Source: an optimization exercise on an open RTL-to-GDS flow (aim: small area). Production flows keep margins and buffers that such runs may drop.
Only simulation tests tie the RTL to the original design; equivalence was not proved.
Power is estimated from default activity; no workload was simulated.

run a:
==> flow/design.v <==
module adc128spiController (
input  wire        clk_40MHz,
input  wire [8:0]  pos,
output wire        spi_cs_n,
output wire        spi_sclk,
output wire        spi_din,
input  wire        spi_dout,
output wire [5:0]  shown
);
localparam integer LEN = 52;
assign spi_cs_n = (pos[7:0] == 8'd0);
assign spi_sclk = ~pos[3] & (pos[7:4] != 4'd0);
assign spi_din  = pos[8] & ~pos[7] & pos[6] & ~pos[5] & (pos[4] ^ pos[3]);
wire sample = (pos[3:0] == 4'd15) & (pos[7:6] != 2'd0);
wire first6 = ~pos[7] | ~(pos[6] | pos[5]);    
wire [3:0] ins;
assign ins[0] = sample & ~pos[8] &  first6;
assign ins[1] = sample & ~pos[8] & ~first6;
assign ins[2] = sample &  pos[8] &  first6;
assign ins[3] = sample &  pos[8] & ~first6;
reg [LEN-1:0] loop;
wire [LEN-1:0] prev = {loop[LEN-2:0], loop[LEN-1]};
always @(posedge clk_40MHz) begin
	loop    <= prev;
	loop[12] <= ins[0] ? spi_dout : prev[12];
	loop[3]  <= ins[1] ? spi_dout : prev[3];
	loop[6]  <= ins[2] ? spi_dout : prev[6];
	loop[49] <= ins[3] ? spi_dout : prev[49];
end
assign shown = {loop[0], loop[36], loop[20], loop[4], loop[40], loop[24]};
endmodule
module pcm1802Slave (
input  wire        clk_40MHz,
input  wire [8:0]  pos,
output wire        bck,
output wire        lrck,
output wire        scki,
input  wire        dout,
output wire [5:0]  left_g01,
output wire [5:0]  left_g2,
output wire [5:0]  left_g3,
output wire [5:0]  right_g02,
output wire [5:0]  right_g13
);
localparam integer LLEN = 29;
localparam integer RLEN = 25;
assign scki = pos[0];
assign bck  = pos[2];
assign lrck = pos[8] ^ (&pos[7:2]);    
wire sample = (pos[2:0] == 3'd3) & ~(pos[7] & pos[6]);
wire g0 = ~pos[7] & ~pos[6] & ~(pos[5] & pos[4]);
wire g3 = pos[7] & ~(~pos[6] & ~pos[5] & ~pos[4]);
wire lsample = sample & ~pos[8];
wire rsample = sample &  pos[8];
reg [LLEN-1:0] lloop;
reg [RLEN-1:0] rloop;
wire [LLEN-1:0] lprev = {lloop[LLEN-2:0], lloop[LLEN-1]};
wire [RLEN-1:0] rprev = {rloop[RLEN-2:0], rloop[RLEN-1]};
always @(posedge clk_40MHz) begin
	lloop     <= lprev;
	lloop[0]  <= (lsample &  g0) ? dout : lprev[0];
	lloop[18] <= (lsample & ~g0) ? dout : lprev[18];
	rloop     <= rprev;
	rloop[0]  <= (rsample &  g0) ? dout : rprev[0];
	rloop[19] <= (rsample & ~g0 & ~g3) ? dout : rprev[19];
	rloop[13] <= (rsample &  g3) ? dout : rprev[13];
end
assign left_g01  = {lloop[24], lloop[16], lloop[8],  lloop[0],  lloop[21], lloop[13]};
assign left_g2   = {lloop[6],  lloop[27], lloop[19], lloop[11], lloop[3],  lloop[24]};
assign left_g3   = {lloop[17], lloop[9],  lloop[1],  lloop[22], lloop[14], lloop[6]};
assign right_g02 = {rloop[19], rloop[11], rloop[3],  rloop[20], rloop[12], rloop[4]};
assign right_g13 = {rloop[16], rloop[8],  rloop[0],  rloop[17], rloop[9],  rloop[1]};
endmodule
module dataGenerator (
	input nReset,
	input clock,
	input [8:0] pos,          
	input frame1,             
	input frame2,             
	input [9:0] adc_databus,
	input testModeFlag,
	input seqLoad,           
	input [5:0] adc_shown,         
	input [5:0] pcm_left_g01,
	input [5:0] pcm_left_g2,
	input [5:0] pcm_left_g3,
	input [5:0] pcm_right_g02,
	input [5:0] pcm_right_g13,
	output [15:0] dataOut
);
reg [9:0] adcData;
reg [9:0] testData;
reg [47:0] sequenceCount;
reg [5:0] top_6_bits;
localparam [191:0] SYNC_PATTERN = 192'hDDDF20251015DDDF20251015DDDF20251016FEDCBA987654;
assign dataOut[15:10] = top_6_bits;
wire adc_valid = frame1 | (pos != 9'd0);
assign dataOut[9:0] = testModeFlag ? testData : (adcData & {10{adc_valid}});
genvar b;
wire        in_sync = ~(pos[8] | pos[7] | pos[6] | pos[5]);                 
wire        in_aud  = ~(pos[8] | pos[7] | pos[6]) & pos[5] & ~pos[4];        
wire        in_seq  = pos[8] | pos[7] | pos[6] | (pos[5] & pos[4]);         
reg [5:0] sync_field;
always @(*) begin
	case (pos[4:0])
		5'd0: sync_field = SYNC_PATTERN[5:0];
		5'd1: sync_field = SYNC_PATTERN[11:6];
		5'd2: sync_field = SYNC_PATTERN[17:12];
		5'd3: sync_field = SYNC_PATTERN[23:18];
		5'd4: sync_field = SYNC_PATTERN[29:24];
		5'd5: sync_field = SYNC_PATTERN[35:30];
		5'd6: sync_field = SYNC_PATTERN[41:36];
		5'd7: sync_field = SYNC_PATTERN[47:42];
		5'd8: sync_field = SYNC_PATTERN[53:48];
		5'd9: sync_field = SYNC_PATTERN[59:54];
		5'd10: sync_field = SYNC_PATTERN[65:60];
		5'd11: sync_field = SYNC_PATTERN[71:66];
		5'd12: sync_field = SYNC_PATTERN[77:72];
		5'd13: sync_field = SYNC_PATTERN[83:78];
		5'd14: sync_field = SYNC_PATTERN[89:84];
		5'd15: sync_field = SYNC_PATTERN[95:90];
		5'd16: sync_field = SYNC_PATTERN[101:96];
		5'd17: sync_field = SYNC_PATTERN[107:102];
		5'd18: sync_field = SYNC_PATTERN[113:108];
		5'd19: sync_field = SYNC_PATTERN[119:114];
		5'd20: sync_field = SYNC_PATTERN[125:120];
		5'd21: sync_field = SYNC_PATTERN[131:126];
		5'd22: sync_field = SYNC_PATTERN[137:132];
		5'd23: sync_field = SYNC_PATTERN[143:138];
		5'd24: sync_field = SYNC_PATTERN[149:144];
		5'd25: sync_field = SYNC_PATTERN[155:150];
		5'd26: sync_field = SYNC_PATTERN[161:156];
		5'd27: sync_field = SYNC_PATTERN[167:162];
		5'd28: sync_field = SYNC_PATTERN[173:168];
		5'd29: sync_field = SYNC_PATTERN[179:174];
		5'd30: sync_field = SYNC_PATTERN[185:180];
		5'd31: sync_field = SYNC_PATTERN[191:186];
	endcase
end
wire [7:0]  seq_sel;
wire [15:0] aud_sel;
generate
	for (b = 0; b < 8; b = b + 1) begin : seq_sels
		assign seq_sel[b] = in_seq & (pos[2:0] == b);
	end
	for (b = 0; b < 16; b = b + 1) begin : aud_sels
		assign aud_sel[b] = in_aud & (pos[3:0] == b);
	end
endgenerate
wire adc_on = frame2;
wire pl_on  = frame2;
wire pr_on  = frame1;
wire [5:0] field =
	({6{in_sync}} & sync_field) |
	({6{seq_sel[0]}} & sequenceCount[5:0]) |
	({6{seq_sel[1]}} & sequenceCount[11:6]) |
	({6{seq_sel[2]}} & sequenceCount[17:12]) |
	({6{seq_sel[3]}} & sequenceCount[23:18]) |
	({6{seq_sel[4]}} & sequenceCount[29:24]) |
	({6{seq_sel[5]}} & sequenceCount[35:30]) |
	({6{seq_sel[6]}} & sequenceCount[41:36]) |
	({6{seq_sel[7]}} & sequenceCount[47:42]) |
	({6{(aud_sel[0] | aud_sel[1] | aud_sel[2] | aud_sel[3]) & adc_on}} & adc_shown) |
	({6{(aud_sel[6] | aud_sel[7]) & pl_on}} & pcm_left_g01) |
	({6{aud_sel[8] & pl_on}} & pcm_left_g2) |
	({6{aud_sel[9] & pl_on}} & pcm_left_g3) |
	({6{(aud_sel[10] | aud_sel[12]) & pr_on}} & pcm_right_g02) |
	({6{(aud_sel[11] | aud_sel[13]) & pr_on}} & pcm_right_g13);
wire        seq_inc = in_seq & (pos[2:0] == 3'd7);
wire [48:0] seq_carry;
wire [10:0] test_carry;
assign seq_carry[0]  = seq_inc;
assign test_carry[0] = 1'b1;
generate
	for (b = 0; b < 48; b = b + 1) begin : seq_add
		assign seq_carry[b+1] = seq_carry[b] & sequenceCount[b];
	end
	for (b = 0; b < 10; b = b + 1) begin : test_add
		assign test_carry[b+1] = test_carry[b] & testData[b];
	end
endgenerate
wire [47:0] seq_sum = sequenceCount ^ seq_carry[47:0];
always @(posedge clock) begin
	adcData <= adc_databus;
	sequenceCount <= seqLoad ? {sequenceCount[37:0] & {38{adc_valid}}, adc_databus}
	                         : seq_sum & {48{adc_valid}};
end
always @ (posedge clock, negedge nReset) begin
	if (!nReset) begin
		testData <= 10'd0;
		top_6_bits <= 6'd0;
	end else begin
		if (&testData[9:2])    
			testData <= 10'd0;
		else
			testData <= testData ^ test_carry[9:0];
		top_6_bits <= field;
	end
end
endmodule
module ddCapture (
	input         clk,           
	input         nReset,        
	input  [9:0]  adc_databus,   
	input         testMode,      
	input         seqLoad,       
	input         adc128_sdat,   
	input         pcm_dout,      
	output [15:0] dataOut,       
	output        adc128_cs_n,
	output        adc128_sclk,
	output        adc128_din,
	output        pcm_bck,
	output        pcm_lrck,
	output        pcm_scki
);
reg [8:0] pos;
reg       frame1, frame2;
wire [9:0] pos_carry;
assign pos_carry[0] = 1'b1;
genvar i;
generate for (i = 0; i < 9; i = i + 1) begin : pos_inc
	assign pos_carry[i+1] = pos_carry[i] & pos[i];
end endgenerate
wire [8:0] pos_next = pos ^ pos_carry[8:0];
always @(posedge clk or negedge nReset) begin
	if (!nReset) begin
		pos    <= 9'd0;
		frame1 <= 1'b0;
		frame2 <= 1'b0;
	end else begin
		pos <= pos_next;
		if (pos == 9'd511) begin
			frame1 <= 1'b1;
			frame2 <= frame1;
		end
	end
end
wire [5:0]  adc_shown;
wire [5:0]  pcm_left_g01, pcm_left_g2, pcm_left_g3, pcm_right_g02, pcm_right_g13;
adc128spiController audioController0 (
	.clk_40MHz(clk),
	.pos(pos),
	.spi_dout(adc128_sdat),
	.spi_cs_n(adc128_cs_n),
	.spi_sclk(adc128_sclk),
	.spi_din(adc128_din),
	.shown(adc_shown)
);
pcm1802Slave pcm1802_0 (
	.clk_40MHz(clk),
	.pos(pos),
	.bck(pcm_bck),
	.lrck(pcm_lrck),
	.scki(pcm_scki),
	.dout(pcm_dout),
	.left_g01(pcm_left_g01),
	.left_g2(pcm_left_g2),
	.left_g3(pcm_left_g3),
	.right_g02(pcm_right_g02),
	.right_g13(pcm_right_g13)
);
dataGenerator dataGenerator0 (
	.nReset(nReset),
	.clock(clk),
	.pos(pos),
	.frame1(frame1),
	.frame2(frame2),
	.adc_databus(adc_databus),
	.testModeFlag(testMode),
	.seqLoad(seqLoad),
	.adc_shown(adc_shown),
	.pcm_left_g01(pcm_left_g01),
	.pcm_left_g2(pcm_left_g2),
	.pcm_left_g3(pcm_left_g3),
	.pcm_right_g02(pcm_right_g02),
	.pcm_right_g13(pcm_right_g13),
	.dataOut(dataOut)
);
endmodule
export LEC_CHECK = 0
export CAP_MARGIN = 20
export CORE_MARGIN = 2
export CORE_UTILIZATION = 40
export SLEW_MARGIN = 20
create_clock -name core_clock -period 25.0 [get_ports {clk}]
standard.sh (not shown) runs the stock make flow with config.mk's settings and CLKGATE_MAP_FILE= SYNTH_SCRIPT=/design/flow/synth_recipe.tcl, a recipe that flattens the netlist after the stock synthesis.
==> flow/flow/run.sh <==
#!/bin/bash
# Own layout flow: the standard flow (standard.sh) with three changes to
# how the layout is made; the floorplan, power grid, taps, placement, routing
# and finish are the standard flow's, unchanged.
#  - synthesis: synth_recipe.tcl unchanged, except that the final ABC mapping
#    uses flow/abc_area.script (area-oriented mapping) instead of ORFS's speed
#    script. Registers are mapped by the same steps, so they keep their names
#    and cell types.
#  - clock tree: no dummy loads, clkbuf_8 buffers (CTS_ARGS)
#  - port buffers: the smallest buffer cell (BUFFER_PORTS_ARGS)
# Tool logs stay under orfs/logs/; make's output goes to flow_make.log.
set -euo pipefail
here=$(pwd)
export CTS_ARGS="-sink_clustering_enable -repair_clock_nets -dont_use_dummy_load -buf_list sky130_fd_sc_hd__clkbuf_8"
export BUFFER_PORTS_ARGS="-buffer_cell sky130_fd_sc_hd__buf_1"
{
  echo "proc abc {args} { set i [lsearch -exact \$args -script]; if {\$i >= 0} { lset args [expr {\$i + 1}] $here/flow/abc_area.script }; yosys abc {*}\$args }"
  cat synth_recipe.tcl
} > flow_synth.tcl
grep -q "SYNTH_SCRIPT=$here/synth_recipe.tcl" standard.sh
sed "s#SYNTH_SCRIPT=$here/synth_recipe.tcl#SYNTH_SCRIPT=$here/flow_synth.tcl#" standard.sh > flow_standard.sh
bash flow_standard.sh > flow_make.log 2>&1
==> flow/flow/abc_area.script <==
strash
&get -n
&st
&synch2
&nf
&put
strash
dc2
dch -f
amap -E 0.5
topo
stime -c
#### Input delta (run b over run a)
--- a/flow/design.v
+++ b/flow/design.v
@@ -180,20 +180,21 @@
 	end
 endgenerate
-wire [47:0] seq_sum = sequenceCount ^ seq_carry[47:0];
-always @(posedge clock) begin
+always @(posedge clock)
 	adcData <= adc_databus;
-	sequenceCount <= seqLoad ? {sequenceCount[37:0] & {38{adc_valid}}, adc_databus}
-	                         : seq_sum & {48{adc_valid}};
-end
 always @ (posedge clock, negedge nReset) begin
 	if (!nReset) begin
 		testData <= 10'd0;
+		sequenceCount <= 48'd0;
 		top_6_bits <= 6'd0;
 	end else begin
-		if (&testData[9:2])    
+		if (testData == 10'd1020)
 			testData <= 10'd0;
 		else
 			testData <= testData ^ test_carry[9:0];
 		top_6_bits <= field;
+		if (seqLoad)
+			sequenceCount <= {sequenceCount[37:0], adc_databus};
+		else
+			sequenceCount <= sequenceCount ^ seq_carry[47:0];
 	end
 end
Notes after the runs:
On run b: sequential fraction of total cell area is 2.0 points higher than what run a gave.
Comparing run b against run a, there is no change at all in final setup violation count.
Proportion of register bits with asynchronous set or reset after synthesis: run b > run a
Compared with run a, run b shows worst stage delay on the critical path lower by 0.06 ns.
Power in combinational cells was higher in the run labelled run b.
The final reports for run b and run a show transition at the pin with the smallest max-transition slack lower in the former.
The run with more routed wire is run a, not run b.
In the reports for run a and run b, the larger timing-limited maximum frequency belongs to run b.
The higher relative slew slack of run a and run b is in run b.
Run b against run a: die outline width now larger, worst reg2reg path depth lost 4, clock period minus final worst setup slack went down 0.10 ns, synthesized instance count now sits lower.
Run a finished every step from synthesis to the final layout, and the layout passed the timing, design-rule and antenna checks.
Run b: all stages complete, timing, DRC and antenna checks passed
Run b has minimum setup slack after placement above what run a had.


Another version of the RTL of ddCapture (not shown whole).
For scale: about 590 cells after synthesis, about 190 flip-flops, roughly 38 I/O pins, roughly 0.0066 mm² of cells after synthesis.
export LEC_CHECK = 0
export CAP_MARGIN = 20
export CORE_MARGIN = 2
export CORE_UTILIZATION = 40
export SLEW_MARGIN = 20
create_clock -name core_clock -period 25.0 [get_ports {clk}]
==> flow/flow/abc_area.script <==
strash
&get -n
&st
&synch2
&nf
&put
strash
dc2
dch -f
amap
topo
stime -c
Scripts as last shown in full above: flow/flow/run.sh
Next try:
--- a/flow/design.v
+++ b/flow/design.v
@@ -64,45 +64,46 @@
 	rloop[0]  <= (rsample &  g0) ? dout : rprev[0];
 	rloop[19] <= (rsample & ~g0 & ~g3) ? dout : rprev[19];
 	rloop[13] <= (rsample &  g3) ? dout : rprev[13];
 end
 assign left_g01  = {lloop[24], lloop[16], lloop[8],  lloop[0],  lloop[21], lloop[13]};
 assign left_g2   = {lloop[6],  lloop[27], lloop[19], lloop[11], lloop[3],  lloop[24]};
 assign left_g3   = {lloop[17], lloop[9],  lloop[1],  lloop[22], lloop[14], lloop[6]};
 assign right_g02 = {rloop[19], rloop[11], rloop[3],  rloop[20], rloop[12], rloop[4]};
 assign right_g13 = {rloop[16], rloop[8],  rloop[0],  rloop[17], rloop[9],  rloop[1]};
 endmodule
 module dataGenerator (
+	input nReset,
 	input clock,
 	input [8:0] pos,          
 	input frame1,             
 	input frame2,             
 	input [9:0] adc_databus,
 	input testModeFlag,
 	input seqLoad,           
 	input [5:0] adc_shown,         
 	input [5:0] pcm_left_g01,
 	input [5:0] pcm_left_g2,
 	input [5:0] pcm_left_g3,
 	input [5:0] pcm_right_g02,
 	input [5:0] pcm_right_g13,
 	output [15:0] dataOut
 );
 reg [9:0] adcData;
 reg [9:0] testData;
 reg [47:0] sequenceCount;
 reg [5:0] top_6_bits;
 localparam [191:0] SYNC_PATTERN = 192'hDDDF20251015DDDF20251015DDDF20251016FEDCBA987654;
-wire started = frame1 | (pos != 9'd0);
-assign dataOut[15:10] = top_6_bits & {6{started}};
-assign dataOut[9:0] = (testModeFlag ? testData : adcData) & {10{started}};
+assign dataOut[15:10] = top_6_bits;
+wire adc_valid = frame1 | (pos != 9'd0);
+assign dataOut[9:0] = testModeFlag ? testData : (adcData & {10{adc_valid}});
 genvar b;
 wire        in_sync = ~(pos[8] | pos[7] | pos[6] | pos[5]);                 
 wire        in_aud  = ~(pos[8] | pos[7] | pos[6]) & pos[5] & ~pos[4];        
 wire        in_seq  = pos[8] | pos[7] | pos[6] | (pos[5] & pos[4]);         
 reg [5:0] sync_field;
 always @(*) begin
 	case (pos[4:0])
 		5'd0: sync_field = SYNC_PATTERN[5:0];
 		5'd1: sync_field = SYNC_PATTERN[11:6];
 		5'd2: sync_field = SYNC_PATTERN[17:12];
 		5'd3: sync_field = SYNC_PATTERN[23:18];
@@ -170,34 +171,40 @@
 wire [10:0] test_carry;
 assign seq_carry[0]  = seq_inc;
 assign test_carry[0] = 1'b1;
 generate
 	for (b = 0; b < 48; b = b + 1) begin : seq_add
 		assign seq_carry[b+1] = seq_carry[b] & sequenceCount[b];
 	end
 	for (b = 0; b < 10; b = b + 1) begin : test_add
 		assign test_carry[b+1] = test_carry[b] & testData[b];
 	end
 endgenerate
-wire [47:0] seq_sum = sequenceCount ^ seq_carry[47:0];
-always @(posedge clock) begin
+always @(posedge clock)
 	adcData <= adc_databus;
-	top_6_bits <= field;
-	if (!started)
-		testData <= 10'd1;
-	else if (&testData[9:2])    
+always @ (posedge clock, negedge nReset) begin
+	if (!nReset) begin
 		testData <= 10'd0;
-	else
-		testData <= testData ^ test_carry[9:0];
-	sequenceCount <= seqLoad ? {sequenceCount[37:0] & {38{started}}, adc_databus}
-	                         : seq_sum & {48{started}};
+		sequenceCount <= 48'd0;
+		top_6_bits <= 6'd0;
+	end else begin
+		if (&testData[9:2])    
+			testData <= 10'd0;
+		else
+			testData <= testData ^ test_carry[9:0];
+		top_6_bits <= field;
+		if (seqLoad)
+			sequenceCount <= {sequenceCount[37:0], adc_databus};
+		else
+			sequenceCount <= sequenceCount ^ seq_carry[47:0];
+	end
 end
 endmodule
 module ddCapture (
 	input         clk,           
 	input         nReset,        
 	input  [9:0]  adc_databus,   
 	input         testMode,      
 	input         seqLoad,       
 	input         adc128_sdat,   
 	input         pcm_dout,      
 	output [15:0] dataOut,       
@@ -247,22 +254,23 @@
 	.bck(pcm_bck),
 	.lrck(pcm_lrck),
 	.scki(pcm_scki),
 	.dout(pcm_dout),
 	.left_g01(pcm_left_g01),
 	.left_g2(pcm_left_g2),
 	.left_g3(pcm_left_g3),
 	.right_g02(pcm_right_g02),
 	.right_g13(pcm_right_g13)
 );
 dataGenerator dataGenerator0 (
+	.nReset(nReset),
 	.clock(clk),
 	.pos(pos),
 	.frame1(frame1),
 	.frame2(frame2),
 	.adc_databus(adc_databus),
 	.testModeFlag(testMode),
 	.seqLoad(seqLoad),
 	.adc_shown(adc_shown),
 	.pcm_left_g01(pcm_left_g01),
 	.pcm_left_g2(pcm_left_g2),
 	.pcm_left_g3(pcm_left_g3),
The new run produced a clean layout.
Via count fell by a few percent.
Total power is about the same.
Global-route usage came out lower by 0.62 points.
Count of clock-buffer cells in the layout does not change.
Worst setup slack gets better by 0.059 ns.
Sequential share of layout area grows by 3.0 points.
First-iteration DRC count falls by a little under a tenth.
Area after synthesis went up by a few percent.
Clock skew rose by 0.014 ns.

==> re-timing with driven ports <==
The flow's constraints put no driver on any port. The routed layouts listed below were extracted and timed again, unchanged, in two steps. Step 1: set_driving_cell puts a clkbuf_16 on clk and a buf_2 on each other input, an assumption about the parent block. Step 2 times the ports against the registers' clock, not the clock port: input delays grow and output delays shrink by t, the midpoint of the rising clock arrivals with the driver on. a / b / c = no drivers / after step 1 / after step 2; a / b = the first two.
| run | t (ns) | setup WS [ns] | latest minus earliest clock arrival (ns) | slew at the worst register clock pin (ns) | pins driven straight from the clock port |
|---|---|---|---|---|---|
| run a | 0.475 | 13.692 / 13.664 / 13.664 | 0.031 / 0.032 | 0.09 / 0.09 | 1 |
| run b | 0.478 | 13.792 / 13.770 / 13.770 | 0.037 / 0.038 | 0.10 / 0.10 | 1 |
| the first run of note 2 | 0.487 | 13.791 / 13.768 / 13.768 | 0.035 / 0.035 | 0.10 / 0.10 | 1 |
| the second run of note 2 | 0.470 | 13.850 / 13.824 / 13.824 | 0.057 / 0.056 | 0.11 / 0.11 | 1 |
After both steps setup and hold are still met in every run listed. For run a, which loses most, drivers alone change the setup slack by -0.028 ns; drivers and shift together by -0.028 ns.
